Context: an optimization exercise on an open-source flow, tuned for small area. The choices shown serve that exercise and are no tape-out recipe.
Only simulation tests tie the RTL to the original design; equivalence was not proved.
Power and IR drop assume default switching activity.

== before ==
Design Main_Processor, start of the top module:
module Main_Processor(
    input clk,
    input rst,
    input [31:0] instr,
    output [31:0] pc,
    output [31:0] wb_data,
    output zero
    );
wire [31:0] Data1, Data2;
wire op_add, op_log, op_or, op_sh, sub, right;
Instruction_Fetch fetch(.clk(clk), .reset(rst), .PC_out(pc));
control_unit cntrl_unit(.funct_IF({instr[5], instr[2:0]}), .op_add(op_add), .op_log(op_log),
                        .op_or(op_or), .op_sh(op_sh), .sub(sub), .right(right));
register_file reg_file(.clk(clk), .Reset(rst), .rs1(instr[20:16]), .rs2(instr[15:11]),
                       .rd(instr[25:21]), .wd(wb_data), .Data1(Data1), .Data2(Data2));
ALU alu(.op_add(op_add), .op_log(op_log), .op_or(op_or), .op_sh(op_sh), .sub(sub), .right(right),
        .a(Data1), .b(Data2), .shamt(instr[10:6]), .li(instr[31]), .imm(instr[11:0]),
        .wb(wb_data), .ZeroFlag(zero));
endmodule
Settings: LEC_CHECK=0, CAP_MARGIN=20, CORE_MARGIN=2, CORE_UTILIZATION=50, CTS_CLUSTER_DIAMETER=80, CTS_CLUSTER_SIZE=24, SLEW_MARGIN=20, SYNTH_HIERARCHICAL=1, SYNTH_MINIMUM_KEEP_SIZE=0; clock period 13.0 ns.
standard.sh (not shown) runs the stock make flow with config.mk's settings and CLKGATE_MAP_FILE= SYNTH_SCRIPT=/design/flow/synth_recipe.tcl, a recipe that flattens the netlist after the stock synthesis.
==> flow/flow/run.sh <==
#!/bin/bash
# Layout flow: the standard synthesis, then every combinational cell of the
# netlist swapped to the smallest cell of its family (the layout's repair steps
# upsize only what slew, capacitance or timing need), then the standard
# layout with a clock tree built without dummy loads, and the smallest buffer
# (not a clock-delay cell) on each input and output port.
set -euo pipefail
here=$(pwd)
lib=$FLOW_HOME/platforms/$FLOW_PLATFORM/lib/sky130_fd_sc_hd__tt_025C_1v80.lib
results=$here/orfs/results/$FLOW_PLATFORM/Main_Processor/base

bash standard.sh synth > "$here/synth.log" 2>&1
python3 flow/downsize.py "$lib" "$results/1_2_yosys.v" > "$here/downsize.log" 2>&1
# the netlist is now newer than 1_synth.odb, so make rebuilds it from there on
touch "$results/1_2_yosys.v"
export CTS_ARGS="-sink_clustering_enable -repair_clock_nets -dont_use_dummy_load -sink_clustering_size 24 -sink_clustering_max_diameter 80"
export BUFFER_PORTS_ARGS="-buffer_cell sky130_fd_sc_hd__buf_1"
bash standard.sh finish > "$here/layout.log" 2>&1
Other scripts of this flow, unchanged in this note and not shown: flow/flow/downsize.py
before: no failed stages, no open violations at the end
Here is what was changed in the inputs of after compared with before.
- PLACE_DENSITY now 0.72, previously not set
-- flow/flow/run.sh --
<<< before, line 14
# the netlist is now newer than 1_synth.odb, so make rebuilds it from there on
touch "$results/1_2_yosys.v"
export CTS_ARGS="-sink_clustering_enable -repair_clock_nets -dont_use_dummy_load -sink_clustering_size 24 -sink_clustering_max_diameter 80"
export BUFFER_PORTS_ARGS="-buffer_cell sky130_fd_sc_hd__buf_1"
bash standard.sh finish > "$here/layout.log" 2>&1
>>> after, line 14
# the netlist is now newer than 1_synth.odb, so make rebuilds it from there on
touch "$results/1_2_yosys.v"
export CTS_ARGS="-sink_clustering_enable -repair_clock_nets -dont_use_dummy_load -sink_clustering_size 28 -sink_clustering_max_diameter 80"
export BUFFER_PORTS_ARGS="-buffer_cell sky130_fd_sc_hd__buf_1"
bash standard.sh finish > "$here/layout.log" 2>&1
Results
As far as cell count after synthesis is concerned, after and before perform about the same.
Looking only at measured slew at the worst slew-check pin, and setting everything else aside, the lower value of after and before goes to before.
Compared with before, after shows number of antenna cells inserted higher by 15.
As far as async set or reset register ratio after synthesis goes, before and after are indistinguishable; the numbers are identical.
Setup slack: after less than before

* * *

Another version of the RTL of Main_Processor (not shown whole).
Size: about 4300 cells after synthesis, about 99 I/O pins, ~50000 µm² of cells after synthesis.
clock: 13.0 ns
lec_check: 0
cap_margin: 20
core_margin: 2
core_utilization: 50
cts_cluster_diameter: 80
cts_cluster_size: 24
place_density: 0.72
slew_margin: 20
synth_hierarchical: 1
synth_minimum_keep_size: 0
==> flow/flow/run.sh <==
#!/bin/bash
# Layout flow: the standard synthesis, then every combinational cell of the
# netlist swapped to the smallest cell of its family (the layout's repair steps
# upsize only what slew, capacitance or timing need), then the standard
# layout with a clock tree built without dummy loads, and the smallest buffer
# (not a clock-delay cell) on each input and output port.
set -euo pipefail
here=$(pwd)
lib=$FLOW_HOME/platforms/$FLOW_PLATFORM/lib/sky130_fd_sc_hd__tt_025C_1v80.lib
results=$here/orfs/results/$FLOW_PLATFORM/Main_Processor/base

bash standard.sh synth > "$here/synth.log" 2>&1
python3 flow/downsize.py "$lib" "$results/1_2_yosys.v" > "$here/downsize.log" 2>&1
# the netlist is now newer than 1_synth.odb, so make rebuilds it from there on
touch "$results/1_2_yosys.v"
export CTS_ARGS="-sink_clustering_enable -repair_clock_nets -dont_use_dummy_load -sink_clustering_size 24 -sink_clustering_max_diameter 80"
export BUFFER_PORTS_ARGS="-buffer_cell sky130_fd_sc_hd__buf_1"
bash standard.sh finish > "$here/layout.log" 2>&1
Other scripts of this flow, unchanged in this note and not shown: flow/flow/downsize.py
Rerun with:
--- a/flow/flow/run.sh
+++ b/flow/flow/run.sh
@@ -4,3 +4,3 @@
 # upsize only what slew, capacitance or timing need), then the standard
-# layout with a clock tree built without dummy loads, and the smallest buffer
+# layout with a clock tree of small buffers built without dummy loads, and the smallest buffer
 # (not a clock-delay cell) on each input and output port.
@@ -15,3 +15,3 @@
 touch "$results/1_2_yosys.v"
-export CTS_ARGS="-sink_clustering_enable -repair_clock_nets -dont_use_dummy_load -sink_clustering_size 24 -sink_clustering_max_diameter 80"
+export CTS_ARGS="-sink_clustering_enable -repair_clock_nets -dont_use_dummy_load -buf_list sky130_fd_sc_hd__clkbuf_4 -sink_clustering_size 10 -sink_clustering_max_diameter 40"
 export BUFFER_PORTS_ARGS="-buffer_cell sky130_fd_sc_hd__buf_1"
Outcome: The changed run finished clean. Power goes down by about 2.3%. Flip-flop and latch count is unchanged. Critical path depth stays the same. Sequential power hardly moves. Design area falls by about 0.53%. Worst setup slack gets better by 16 ps. Die area does not change. Clock skew rises by 90 ps. Cell count rose by 1.6%. Count of clock-buffer cells in the layout increases by 89.

-- port drivers added, routing unchanged --
In the flow no input, the clock included, has a driving cell. The finished layouts below were timed again as built, in two steps. Step 1: set_driving_cell puts a clkbuf_16 on clk and a buf_2 on each other input, an assumption about the parent block. Step 2 times the ports against the registers' clock, not the clock port: input delays grow and output delays shrink by t, the midpoint of the rising clock arrivals with the driver on. Three values: ideal, step 1, step 2; two values: the first two.
| run | shift t [ns] | setup slack, ns | hold slack, ns | worst setup path at the end | worst data-port slew with drivers (ns) |
|---|---|---|---|---|---|
| before | 0.768 | 0.930 / 0.895 / 0.895 | 0.489 / 0.489 / 0.489 | input to output | 0.17 |
| after | 0.719 | 0.457 / 0.335 / 0.335 | 0.486 / 0.486 / 0.486 | input to output | 0.20 |
| the first run of note 2 | 0.735 | 0.458 / 0.332 / 0.332 | 0.487 / 0.487 / 0.487 | input to output | 0.19 |
| the second run of note 2 | 1.147 | 0.475 / 0.365 / 0.365 | 0.483 / 0.483 / 0.483 | input to output | 0.18 |
After both steps setup and hold are still met in every run listed. For the first run of note 2, which loses most, drivers alone change the setup slack by -0.126 ns; drivers and shift together by -0.126 ns.
